From an optimization exercise on the open Yosys and OpenROAD flow, aimed at small area; shortcuts taken in it are not production practice. At most, simulation tests tie the RTL to the original design; equivalence was not proved.

==> inputs of run Y <==
// cordic_native
module cordic_native(
    input wire I_rst_n,                 
    input wire I_clk,
    input wire [13:0] I_init_phase,
    input wire I_change_phase,
    input wire [13:0] I_inc_phase,
    output wire [13:0] O_cos,
    output wire [13:0] O_sin
    );
    reg [13:0] R_current_phase;
    reg R_phase_dir;                    
    wire [13:0] S_step;
    add_bk u_step (.a(R_current_phase), .b(I_inc_phase ^ {14{R_phase_dir}}), .ci(R_phase_dir), .s(S_step));
    wire S_reach_top = ~R_current_phase[13] & (|S_step[13:11]);       
    wire S_reach_bottom = R_current_phase[13] & ~(&S_step[13:11]);     
    wire S_turn = R_phase_dir ? S_reach_bottom : S_reach_top;
    always @(posedge I_clk) begin
        if (I_rst_n == 1'b0) R_phase_dir <= 1'b0;
        else R_phase_dir <= R_phase_dir ^ S_turn;
    end
    always @(posedge I_clk) begin
        if (I_rst_n == 1'b0 || I_change_phase) R_current_phase <= I_init_phase;
  ...
clock: 5.0 ns
lec_check: 0
abc_area: 1
cap_margin: 20
core_margin: 2
core_utilization: 60
cts_buf_list: sky130_fd_sc_hd__clkbuf_16
cts_cluster_diameter: 100
cts_cluster_size: 30
slew_margin: 20
standard.sh (not shown) runs the stock make flow with config.mk's settings and CLKGATE_MAP_FILE= SYNTH_SCRIPT=/design/flow/synth_recipe.tcl, a recipe that flattens the netlist after the stock synthesis.
==> flow/flow/run.sh <==
#!/bin/bash
# Layout flow: the standard flow (standard.sh), with the port buffers
# made from buf_1 instead of the delay-cell buffers buffer_ports picks.
set -e
export BUFFER_PORTS_ARGS="-buffer_cell sky130_fd_sc_hd__buf_1"
bash standard.sh > standard.log 2>&1
==> run Z (differences from run Y) <==
--- a/flow/design.v
+++ b/flow/design.v
@@ -229,17 +229,17 @@
             6'd61: begin S_lx = 14'd16265; S_ly = 14'd7369; end
             6'd62: begin S_lx = 14'd15805; S_ly = 14'd7348; end
             6'd63: begin S_lx = 14'd15349; S_ly = 14'd7296; end
             default: begin S_lx = 14'd0; S_ly = 14'd0; end
         endcase
     end
     wire [13:0] S_x7;
-    add_sk u_S_x7 (.a(S_lx), .b(({{6{S_ly[13]}},S_ly[13:6]}) ^ {14{(~R_n7_10)}}), .ci((~R_n7_10)), .s(S_x7));
+    add_bk u_S_x7 (.a(S_lx), .b(({{6{S_ly[13]}},S_ly[13:6]}) ^ {14{(~R_n7_10)}}), .ci((~R_n7_10)), .s(S_x7));
     wire [13:0] S_y7;
-    add_sk u_S_y7 (.a(S_ly), .b(({{6{S_lx[13]}},S_lx[13:6]}) ^ {14{~(~R_n7_10)}}), .ci(~(~R_n7_10)), .s(S_y7));
+    add_bk u_S_y7 (.a(S_ly), .b(({{6{S_lx[13]}},S_lx[13:6]}) ^ {14{~(~R_n7_10)}}), .ci(~(~R_n7_10)), .s(S_y7));
     reg [13:0] R_x11, R_y11;
     always @(posedge I_clk) begin R_x11 <= S_x7; R_y11 <= S_y7; end
     reg R_n8_11;
     always @(posedge I_clk) R_n8_11 <= R_n8_10;
     reg R_n9_11;
     always @(posedge I_clk) R_n9_11 <= R_n9_10;
     reg R_n10_11;
==> notes.md <==
Between run Y and run Z, the lower synthesized cell count is in run Z (gap 3.6%, measured against run Z). Global-route usage: run Z is higher than run Y (0.43 points). In run Z the routed wire length is larger than in run Y, by 0.65%. Run Z completed with no timing, DRC or antenna violations. Run Y passed the timing, design-rule and antenna checks. Worst setup slack: run Z is lower than run Y (0.050 ns).
==> figures <==
metric                                                                  run Y       run Z
Outcome                                              timing/DRC/antenna clean  timing/DRC/antenna clean
Syn Nets                                                                 2484        2413
Area of the multi-input gates                                       10900 um2   10900 um2
Storage element area                                                 5670 um2    5670 um2
Fmax                                                                  222 MHz     219 MHz
Fraction of final layout cells with drive strength greater than 1       3.33%       5.19%
Number of cells produced by synthesis                                    2167        2092
Layout-to-synthesis area ratio                                         1.061x      1.065x
Area fraction of clock buffers and clock inverters                      2.42%       2.29%
Final-layout worst hold slack                                        0.332 ns    0.326 ns
Cell depth of the worst flop-to-flop path                                  21          23
Die Wd                                                                 178 um      177 um
Function was not checked in any run of this note: the RTL went through the layout flow alone.

* * *

==> v8: inputs <==
cordic_native, a different RTL version from the one above (not shown whole).
export LEC_CHECK = 0
export ABC_AREA = 1
export CAP_MARGIN = 20
export CORE_MARGIN = 2
export CORE_UTILIZATION = 60
export CTS_BUF_LIST = sky130_fd_sc_hd__clkbuf_16
export CTS_CLUSTER_DIAMETER = 100
export CTS_CLUSTER_SIZE = 30
export SETUP_SLACK_MARGIN = 0.15
export SLEW_MARGIN = 20
create_clock -name core_clock -period 5.0 [get_ports {I_clk}]
Scripts as last shown in full above: flow/flow/run.sh
==> v16 (differences from v8) <==
--- a/flow/config.mk
+++ b/flow/config.mk
@@ -6,11 +6,11 @@
 export NUM_CORES = 4
 export LEC_CHECK = 0
 export ABC_AREA = 1
 export CAP_MARGIN = 20
 export CORE_MARGIN = 2
-export CORE_UTILIZATION = 60
+export CORE_UTILIZATION = 50
 export CTS_BUF_LIST = sky130_fd_sc_hd__clkbuf_16
 export CTS_CLUSTER_DIAMETER = 100
 export CTS_CLUSTER_SIZE = 30
 export SETUP_SLACK_MARGIN = 0.15
 export SLEW_MARGIN = 20
==> v5 (differences from v8) <==
--- a/flow/design.v
+++ b/flow/design.v
@@ -320,18 +320,14 @@
             7'd126: begin S_lx = 14'd15463; S_ly = 14'd7313; end
             7'd127: begin S_lx = 14'd15235; S_ly = 14'd7279; end
             default: begin S_lx = 14'd0; S_ly = 14'd0; end
         endcase
     end
-    wire [13:0] S_x8;
-    add_sk u_S_x8 (.a(S_lx), .b(({{7{S_ly[13]}},S_ly[13:7]}) ^ {14{(~R_n8_11)}}), .ci((~R_n8_11)), .s(S_x8));
-    wire [13:0] S_y8;
-    add_sk u_S_y8 (.a(S_ly), .b(({{7{S_lx[13]}},S_lx[13:7]}) ^ {14{~(~R_n8_11)}}), .ci(~(~R_n8_11)), .s(S_y8));
-    wire [13:0] S_x9;
-    add_sk u_S_x9 (.a(S_x8), .b(({{8{S_y8[13]}},S_y8[13:8]}) ^ {14{(~R_n9_11)}}), .ci((~R_n9_11)), .s(S_x9));
-    wire [13:0] S_y9;
-    add_sk u_S_y9 (.a(S_y8), .b(({{8{S_x8[13]}},S_x8[13:8]}) ^ {14{~(~R_n9_11)}}), .ci(~(~R_n9_11)), .s(S_y9));
+    wire [13:0] S_x8 = S_lx + (({{7{S_ly[13]}},S_ly[13:7]}) ^ {14{(~R_n8_11)}}) + {13'd0, (~R_n8_11)};
+    wire [13:0] S_y8 = S_ly + (({{7{S_lx[13]}},S_lx[13:7]}) ^ {14{~(~R_n8_11)}}) + {13'd0, ~(~R_n8_11)};
+    wire [13:0] S_x9 = S_x8 + (({{8{S_y8[13]}},S_y8[13:8]}) ^ {14{(~R_n9_11)}}) + {13'd0, (~R_n9_11)};
+    wire [13:0] S_y9 = S_y8 + (({{8{S_x8[13]}},S_x8[13:8]}) ^ {14{~(~R_n9_11)}}) + {13'd0, ~(~R_n9_11)};
     reg [13:0] R_x12, R_y12;
     always @(posedge I_clk) begin R_x12 <= S_x9; R_y12 <= S_y9; end
     reg R_n10_12;
     always @(posedge I_clk) R_n10_12 <= R_n10_11;
     reg R_n11_12;
--- a/flow/config.mk
+++ b/flow/config.mk
@@ -6,11 +6,11 @@
 export NUM_CORES = 4
 export LEC_CHECK = 0
 export ABC_AREA = 1
 export CAP_MARGIN = 20
 export CORE_MARGIN = 2
-export CORE_UTILIZATION = 60
+export CORE_UTILIZATION = 50
 export CTS_BUF_LIST = sky130_fd_sc_hd__clkbuf_16
 export CTS_CLUSTER_DIAMETER = 100
 export CTS_CLUSTER_SIZE = 30
 export SETUP_SLACK_MARGIN = 0.15
 export SLEW_MARGIN = 20
==> qor summary <==
item                                                                                     v16                                 v5                         v8
Share of the yosys chip area belonging to registers                                    0.298                              0.291                      0.298
Placeable core region                                                            34600 sq um                        35600 sq um                          -
Gate Count Post-Synth                                                                   2196                               2303                       2196
Routed WL per cell                                                                   20.1 um                            20.3 um                          -
Number of multi-input logic gates                                                       1527                               1648                          -
Number of hold-slack violations in the final timing report                                 0                                  0                          -
Run status                                                        complete, but fails checks         complete, but fails checks  aborted with a tool error
Last stage reached                                                                         -                                  -             global routing
Layout check failures                                                   negative setup slack               negative setup slack                          -
Synthesized area divided by synthesized cell count                                8.03 sq um                         7.83 sq um                 8.03 sq um
Fin area                                                                         23200 sq um                        24600 sq um                          -
Clock transition at the registers of the reported paths                              0.11 ns                            0.11 ns                          -
Classification of the worst-slack hold path                           flip-flop to flip-flop             flip-flop to flip-flop                          -
Sequential cell area in the final layout                                          5270 sq um                         5270 sq um                          -
Proportion of cell area occupied by multi-input gates                                  0.507                              0.524                          -
DR iter-0 viols                                                                         1291                               1512                          -
Reg-to-reg critical path endpoint                           cordic_sin_inst.R_x12[8]$_DFF_P_  cordic_sin_inst.R_y12[12]$_DFF_P_                          -
No functional check of the RTL was part of any run of this note.

* * *

==> inputs of job 7382 <==
cordic_native, a different RTL version from the one above (not shown whole).
export LEC_CHECK = 0
export ABC_AREA = 1
export CAP_MARGIN = 0
export CORE_MARGIN = 2
export CORE_UTILIZATION = 60
export CTS_BUF_LIST = sky130_fd_sc_hd__clkbuf_16
export CTS_CLUSTER_DIAMETER = 100
export CTS_CLUSTER_SIZE = 30
export SETUP_SLACK_MARGIN = 0.15
export SLEW_MARGIN = 0
create_clock -name core_clock -period 5.0 [get_ports {I_clk}]
Scripts as last shown in full above: flow/flow/run.sh
==> job 5507 (differences from job 7382) <==
--- a/flow/design.v
+++ b/flow/design.v
@@ -3,102 +3,94 @@
     input wire [13:0] I_phase,    
     input wire I_neg,             
     output reg [13:0] O_cos,      
     output reg [13:0] O_sin
     );
     wire S_hi = ~I_phase[13] & (I_phase > 14'd2272);
     wire S_lo =  I_phase[13] & (I_phase < 14'h3720);
     wire [12:0] S_r0 = S_hi ? 13'd2272 : (S_lo ? 13'h171f : I_phase[12:0]);
-    wire [12:0] S_rn1;
-    add_rca #(13) u_rn1 (.a(S_r0), .b(~S_r0[12] ? 13'd7168 : 13'd1024), .ci(1'b0), .s(S_rn1));
+    wire [12:0] S_rn1 = ~S_r0[12] ? S_r0 - 13'd1024 : S_r0 + 13'd1024;
     reg [11:0] R_r1;
     always @(posedge I_clk) R_r1 <= S_rn1[11:0];
     reg R_d1_1;
     always @(posedge I_clk) R_d1_1 <= (~S_r0[12]);
-    wire [11:0] S_rn2;
-    add_rca #(12) u_rn2 (.a(R_r1), .b(~R_r1[11] ? 12'd3491 : 12'd605), .ci(1'b0), .s(S_rn2));
+    wire [11:0] S_rn2 = ~R_r1[11] ? R_r1 - 12'd605 : R_r1 + 12'd605;
     reg [10:0] R_r2;
     always @(posedge I_clk) R_r2 <= S_rn2[10:0];
     reg R_d1_2;
     always @(posedge I_clk) R_d1_2 <= R_d1_1;
     reg R_d2_2;
     always @(posedge I_clk) R_d2_2 <= (~R_r1[11]);
-    wire [10:0] S_rn3;
-    add_rca #(11) u_rn3 (.a(R_r2), .b(~R_r2[10] ? 11'd1729 : 11'd319), .ci(1'b0), .s(S_rn3));
+    wire [10:0] S_rn3 = ~R_r2[10] ? R_r2 - 11'd319 : R_r2 + 11'd319;
     reg [9:0] R_r3;
     always @(posedge I_clk) R_r3 <= S_rn3[9:0];
     reg R_d1_3;
     always @(posedge I_clk) R_d1_3 <= R_d1_2;
     reg R_d2_3;
     always @(posedge I_clk) R_d2_3 <= R_d2_2;
     reg R_d3_3;
     always @(posedge I_clk) R_d3_3 <= (~R_r2[10]);
-    wire [9:0] S_rn4;
-    add_rca #(10) u_rn4 (.a(R_r3), .b(~R_r3[9] ? 10'd862 : 10'd162), .ci(1'b0), .s(S_rn4));
+    wire [9:0] S_rn4 = ~R_r3[9] ? R_r3 - 10'd162 : R_r3 + 10'd162;
     reg [8:0] R_r4;
     always @(posedge I_clk) R_r4 <= S_rn4[8:0];
     reg R_d1_4;
     always @(posedge I_clk) R_d1_4 <= R_d1_3;
     reg R_d2_4;
     always @(posedge I_clk) R_d2_4 <= R_d2_3;
     reg R_d3_4;
     always @(posedge I_clk) R_d3_4 <= R_d3_3;
     reg R_d4_4;
     always @(posedge I_clk) R_d4_4 <= (~R_r3[9]);
-    wire [8:0] S_rn5;
-    add_rca #(9) u_rn5 (.a(R_r4), .b(~R_r4[8] ? 9'd431 : 9'd81), .ci(1'b0), .s(S_rn5));
+    wire [8:0] S_rn5 = ~R_r4[8] ? R_r4 - 9'd81 : R_r4 + 9'd81;
     reg [7:0] R_r5;
     always @(posedge I_clk) R_r5 <= S_rn5[7:0];
     reg R_d1_5;
     always @(posedge I_clk) R_d1_5 <= R_d1_4;
     reg R_d2_5;
     always @(posedge I_clk) R_d2_5 <= R_d2_4;
     reg R_d3_5;
     always @(posedge I_clk) R_d3_5 <= R_d3_4;
     reg R_d4_5;
     always @(posedge I_clk) R_d4_5 <= R_d4_4;
     reg R_d5_5;
     always @(posedge I_clk) R_d5_5 <= (~R_r4[8]);
-    wire [7:0] S_rn6;
-    add_rca #(8) u_rn6 (.a(R_r5), .b(~R_r5[7] ? 8'd215 : 8'd41), .ci(1'b0), .s(S_rn6));
+    wire [7:0] S_rn6 = ~R_r5[7] ? R_r5 - 8'd41 : R_r5 + 8'd41;
     reg [6:0] R_r6;
     always @(posedge I_clk) R_r6 <= S_rn6[6:0];
     reg R_d1_6;
     always @(posedge I_clk) R_d1_6 <= R_d1_5;
     reg R_d2_6;
     always @(posedge I_clk) R_d2_6 <= R_d2_5;
     reg R_d3_6;
     always @(posedge I_clk) R_d3_6 <= R_d3_5;
     reg R_d4_6;
     always @(posedge I_clk) R_d4_6 <= R_d4_5;
     reg R_d5_6;
     always @(posedge I_clk) R_d5_6 <= R_d5_5;
     reg R_d6_6;
     always @(posedge I_clk) R_d6_6 <= (~R_r5[7]);
-    wire [6:0] S_rn7;
-    add_rca #(7) u_rn7 (.a(R_r6), .b(~R_r6[6] ? 7'd108 : 7'd20), .ci(1'b0), .s(S_rn7));
+    wire [6:0] S_rn7 = ~R_r6[6] ? R_r6 - 7'd20 : R_r6 + 7'd20;
     reg [5:0] R_r7;
     always @(posedge I_clk) R_r7 <= S_rn7[5:0];
     reg R_d1_7;
     always @(posedge I_clk) R_d1_7 <= R_d1_6;
     reg R_d2_7;
     always @(posedge I_clk) R_d2_7 <= R_d2_6;
     reg R_d3_7;
     always @(posedge I_clk) R_d3_7 <= R_d3_6;
     reg R_d4_7;
     always @(posedge I_clk) R_d4_7 <= R_d4_6;
     reg R_d5_7;
     always @(posedge I_clk) R_d5_7 <= R_d5_6;
     reg R_d6_7;
     always @(posedge I_clk) R_d6_7 <= R_d6_6;
     reg R_d7_7;
     always @(posedge I_clk) R_d7_7 <= (~R_r6[6]);
-    wire [5:0] S_rn8;
-    add_rca #(6) u_rn8 (.a(R_r7), .b(~R_r7[5] ? 6'd54 : 6'd10), .ci(1'b0), .s(S_rn8));
+    wire [5:0] S_rn8 = ~R_r7[5] ? R_r7 - 6'd10 : R_r7 + 6'd10;
     reg [4:0] R_r8;
     always @(posedge I_clk) R_r8 <= S_rn8[4:0];
     reg R_d1_8;
     always @(posedge I_clk) R_d1_8 <= R_d1_7;
     reg R_d2_8;
     always @(posedge I_clk) R_d2_8 <= R_d2_7;
     reg R_d3_8;
     always @(posedge I_clk) R_d3_8 <= R_d3_7;
@@ -107,18 +99,17 @@
     reg R_d5_8;
     always @(posedge I_clk) R_d5_8 <= R_d5_7;
     reg R_d6_8;
     always @(posedge I_clk) R_d6_8 <= R_d6_7;
     reg R_d7_8;
     always @(posedge I_clk) R_d7_8 <= R_d7_7;
     reg R_d8_8;
     always @(posedge I_clk) R_d8_8 <= (~R_r7[5]);
-    wire [4:0] S_rn9;
-    add_rca #(5) u_rn9 (.a(R_r8), .b(~R_r8[4] ? 5'd27 : 5'd5), .ci(1'b0), .s(S_rn9));
+    wire [4:0] S_rn9 = ~R_r8[4] ? R_r8 - 5'd5 : R_r8 + 5'd5;
     reg [3:0] R_r9;
     always @(posedge I_clk) R_r9 <= S_rn9[3:0];
     reg R_d1_9;
     always @(posedge I_clk) R_d1_9 <= R_d1_8;
     reg R_d2_9;
     always @(posedge I_clk) R_d2_9 <= R_d2_8;
     reg R_d3_9;
     always @(posedge I_clk) R_d3_9 <= R_d3_8;
@@ -129,18 +120,17 @@
     reg R_d6_9;
     always @(posedge I_clk) R_d6_9 <= R_d6_8;
     reg R_d7_9;
     always @(posedge I_clk) R_d7_9 <= R_d7_8;
     reg R_d8_9;
     always @(posedge I_clk) R_d8_9 <= R_d8_8;
     reg R_d9_9;
     always @(posedge I_clk) R_d9_9 <= (~R_r8[4]);
-    wire [3:0] S_rn10;
-    add_rca #(4) u_rn10 (.a(R_r9), .b(~R_r9[3] ? 4'd13 : 4'd3), .ci(1'b0), .s(S_rn10));
+    wire [3:0] S_rn10 = ~R_r9[3] ? R_r9 - 4'd3 : R_r9 + 4'd3;
     reg [2:0] R_r10;
     always @(posedge I_clk) R_r10 <= S_rn10[2:0];
     reg R_d1_10;
     always @(posedge I_clk) R_d1_10 <= R_d1_9;
     reg R_d2_10;
     always @(posedge I_clk) R_d2_10 <= R_d2_9;
     reg R_d3_10;
     always @(posedge I_clk) R_d3_10 <= R_d3_9;
@@ -153,18 +143,17 @@
     reg R_d7_10;
     always @(posedge I_clk) R_d7_10 <= R_d7_9;
     reg R_d8_10;
     always @(posedge I_clk) R_d8_10 <= R_d8_9;
     reg R_d9_10;
     always @(posedge I_clk) R_d9_10 <= R_d9_9;
     reg R_d10_10;
     always @(posedge I_clk) R_d10_10 <= (~R_r9[3]);
-    wire [2:0] S_rn11;
-    add_rca #(3) u_rn11 (.a(R_r10), .b(~R_r10[2] ? 3'd7 : 3'd1), .ci(1'b0), .s(S_rn11));
+    wire [2:0] S_rn11 = ~R_r10[2] ? R_r10 - 3'd1 : R_r10 + 3'd1;
     reg [1:0] R_r11;
     always @(posedge I_clk) R_r11 <= S_rn11[1:0];
     reg R_d1_11;
     always @(posedge I_clk) R_d1_11 <= R_d1_10;
     reg R_d2_11;
     always @(posedge I_clk) R_d2_11 <= R_d2_10;
     reg R_d3_11;
     always @(posedge I_clk) R_d3_11 <= R_d3_10;
@@ -179,18 +168,17 @@
     reg R_d8_11;
     always @(posedge I_clk) R_d8_11 <= R_d8_10;
     reg R_d9_11;
     always @(posedge I_clk) R_d9_11 <= R_d9_10;
     reg R_d10_11;
     always @(posedge I_clk) R_d10_11 <= R_d10_10;
     reg R_d11_11;
     always @(posedge I_clk) R_d11_11 <= (~R_r10[2]);
-    wire [1:0] S_rn12;
-    add_rca #(2) u_rn12 (.a(R_r11), .b(~R_r11[1] ? 2'd3 : 2'd1), .ci(1'b0), .s(S_rn12));
+    wire [1:0] S_rn12 = ~R_r11[1] ? R_r11 - 2'd1 : R_r11 + 2'd1;
     reg [0:0] R_r12;
     always @(posedge I_clk) R_r12 <= S_rn12[0:0];
     reg [13:0] S_lx, S_ly;
     always @(*) begin
         case ({R_d1_11,R_d2_11,R_d3_11,R_d4_11,R_d5_11,R_d6_11,R_d7_11})
             7'd0: begin S_lx = 14'd15231; S_ly = 14'd9106; end
             7'd1: begin S_lx = 14'd15459; S_ly = 14'd9072; end
             7'd2: begin S_lx = 14'd15688; S_ly = 14'd9047; end
@@ -422,21 +410,16 @@
     assign s[7] = p[7] ^ gg18;
     assign s[8] = p[8] ^ gg11;
     assign s[9] = p[9] ^ gg19;
     assign s[10] = p[10] ^ gg14;
     assign s[11] = p[11] ^ gg20;
     assign s[12] = p[12] ^ gg12;
     assign s[13] = p[13] ^ gg21;
 endmodule
-module add_rca #(parameter W = 14) (input wire [W-1:0] a, input wire [W-1:0] b, input wire ci, output wire [W-1:0] s);
-    wire [W:0] c; assign c[0] = ci; genvar i;
-    generate for (i = 0; i < W; i = i + 1) begin : g
-        assign s[i] = a[i] ^ b[i] ^ c[i]; assign c[i+1] = (a[i] & b[i]) | (a[i] & c[i]) | (b[i] & c[i]);
-    end endgenerate endmodule
 module add_sk #(parameter W = 14) (input wire [W-1:0] a, input wire [W-1:0] b, input wire ci, output wire [W-1:0] s);
     wire [W-1:0] p = a ^ b; wire [W-1:0] g = a & b;
     wire G_0 = g[0] | (p[0] & ci);
     wire gg1 = g[1] | (p[1] & G_0);
     wire pp1 = p[1] & p[0];
     wire gg2 = g[3] | (p[3] & g[2]);
     wire pp2 = p[3] & p[2];
     wire gg3 = g[5] | (p[5] & g[4]);
@@ -520,13 +503,17 @@
         if (I_rst_n == 1'b0) R_phase_dir <= 1'b0;
         else R_phase_dir <= R_phase_dir ^ S_turn;
     end
     always @(posedge I_clk) begin
         if (I_rst_n == 1'b0 || I_change_phase) R_current_phase <= I_init_phase;
         else if (~R_phase_dir & S_reach_top) R_current_phase <= 14'd4094 - S_step;
         else R_current_phase <= S_step;    
     end
-    reg [13:0] R_dir_delay;
-    always @(posedge I_clk) R_dir_delay <= {R_dir_delay[13-1:0], R_phase_dir};
-    cordic_sin cordic_sin_inst(.I_clk(I_clk), .I_phase(R_current_phase), .I_neg(R_dir_delay[13]),
+    reg [12:0] R_dir_delay;
+    reg R_cos_dir;
+    always @(posedge I_clk) begin
+        R_dir_delay <= {R_dir_delay[11:0], R_phase_dir};
+        R_cos_dir <= R_dir_delay[12];
+    end
+    cordic_sin cordic_sin_inst(.I_clk(I_clk), .I_phase(R_current_phase), .I_neg(R_cos_dir),
                                .O_cos(O_cos), .O_sin(O_sin));
 endmodule
==> flow/run.sh (new file) <==
#!/bin/bash
# synth_recipe.tcl (not shown) runs the flow's synth.tcl, then flattens the netlist and writes it again
# the make line also repeats each setting of config.mk as NAME=value (left out here)
make -C /OpenROAD-flow-scripts/flow DESIGN_CONFIG=/design/flow/config.mk WORK_HOME=/design/flow/orfs CLKGATE_MAP_FILE= SYNTH_SCRIPT=/design/flow/synth_recipe.tcl finish
CAP_MARGIN = 20   (was 0)
CORE_UTILIZATION = 70   (was 60)
SETUP_SLACK_MARGIN = 0.05   (was 0.15)
SLEW_MARGIN = 20   (was 0)
removed: flow/flow/run.sh
removed: flow/standard.sh
==> flow_metrics.tcl <==
set metrics [dict create \
    status "did not finish" \
    haltStage "global routing" \
    tool.error "[ERROR GRT-0232] Routing congestion too high. Check the congestion heatmap in the GUI." \
    synth_fa_ha_area_frac 0.204 \
    synthCells 2200 \
    met2_usage 0.888 \
    placed_area_um2 19100 \
    synth-xor-area-share 0.115 \
    post-place-ws_ns -0.417 \
    dpl.cell_count 2585 \
]
the above is filed under job 5507

==> flow_metrics.tcl <==
set metrics [dict create \
    status "timing/DRC/antenna clean" \
    use_met3 0.0409 \
    dpl.cell_count 2630 \
    rr_startpoint "cordic_sin_inst.R_r1[11]$_DFF_P_" \
    synthCells 2218 \
    synth-xor-area-share 0.0926 \
    placed_area_um2 18700 \
    synth_fa_ha_area_frac 0.216 \
    post-place-ws_ns 0.224 \
    met2_usage 0.552 \
    cts.sinks 283 \
]
the above is filed under job 7382

-- afterwards: timing with drivers on the ports --
The results above use ideal ports. As a check the final layouts listed here were re-extracted and re-timed, cells and wires unchanged. Step 1 sets driving cells, clkbuf_16 on the clock port and buf_2 on the other inputs (assumed; they add their load-dependent delay and slew). Step 2 moves the port delays by t, midway between the first and last clock arrival at a register: inputs arrive t later, outputs are due t later. That takes back most of the time a late clock gives input paths. Slacks: ideal ports / drivers / drivers and shift; pairs: ideal ports / drivers.
run	shift t [ns]	setup WS [ns]	hold slack, ns	worst register clock-pin slew, ns
run Y	0.559	0.492 / 0.492 / 0.492	0.332 / 0.332 / 0.332	0.11 / 0.11
run Z	0.546	0.442 / 0.442 / 0.442	0.326 / 0.326 / 0.326	0.11 / 0.11
v16	0.555	-0.274 / -0.274 / -0.274	0.329 / 0.329 / 0.329	0.12 / 0.12
v5	0.569	-0.349 / -0.349 / -0.349	0.325 / 0.325 / 0.325	0.11 / 0.11
job 7382	0.531	0.455 / 0.455 / 0.455	0.322 / 0.322 / 0.322	0.12 / 0.12
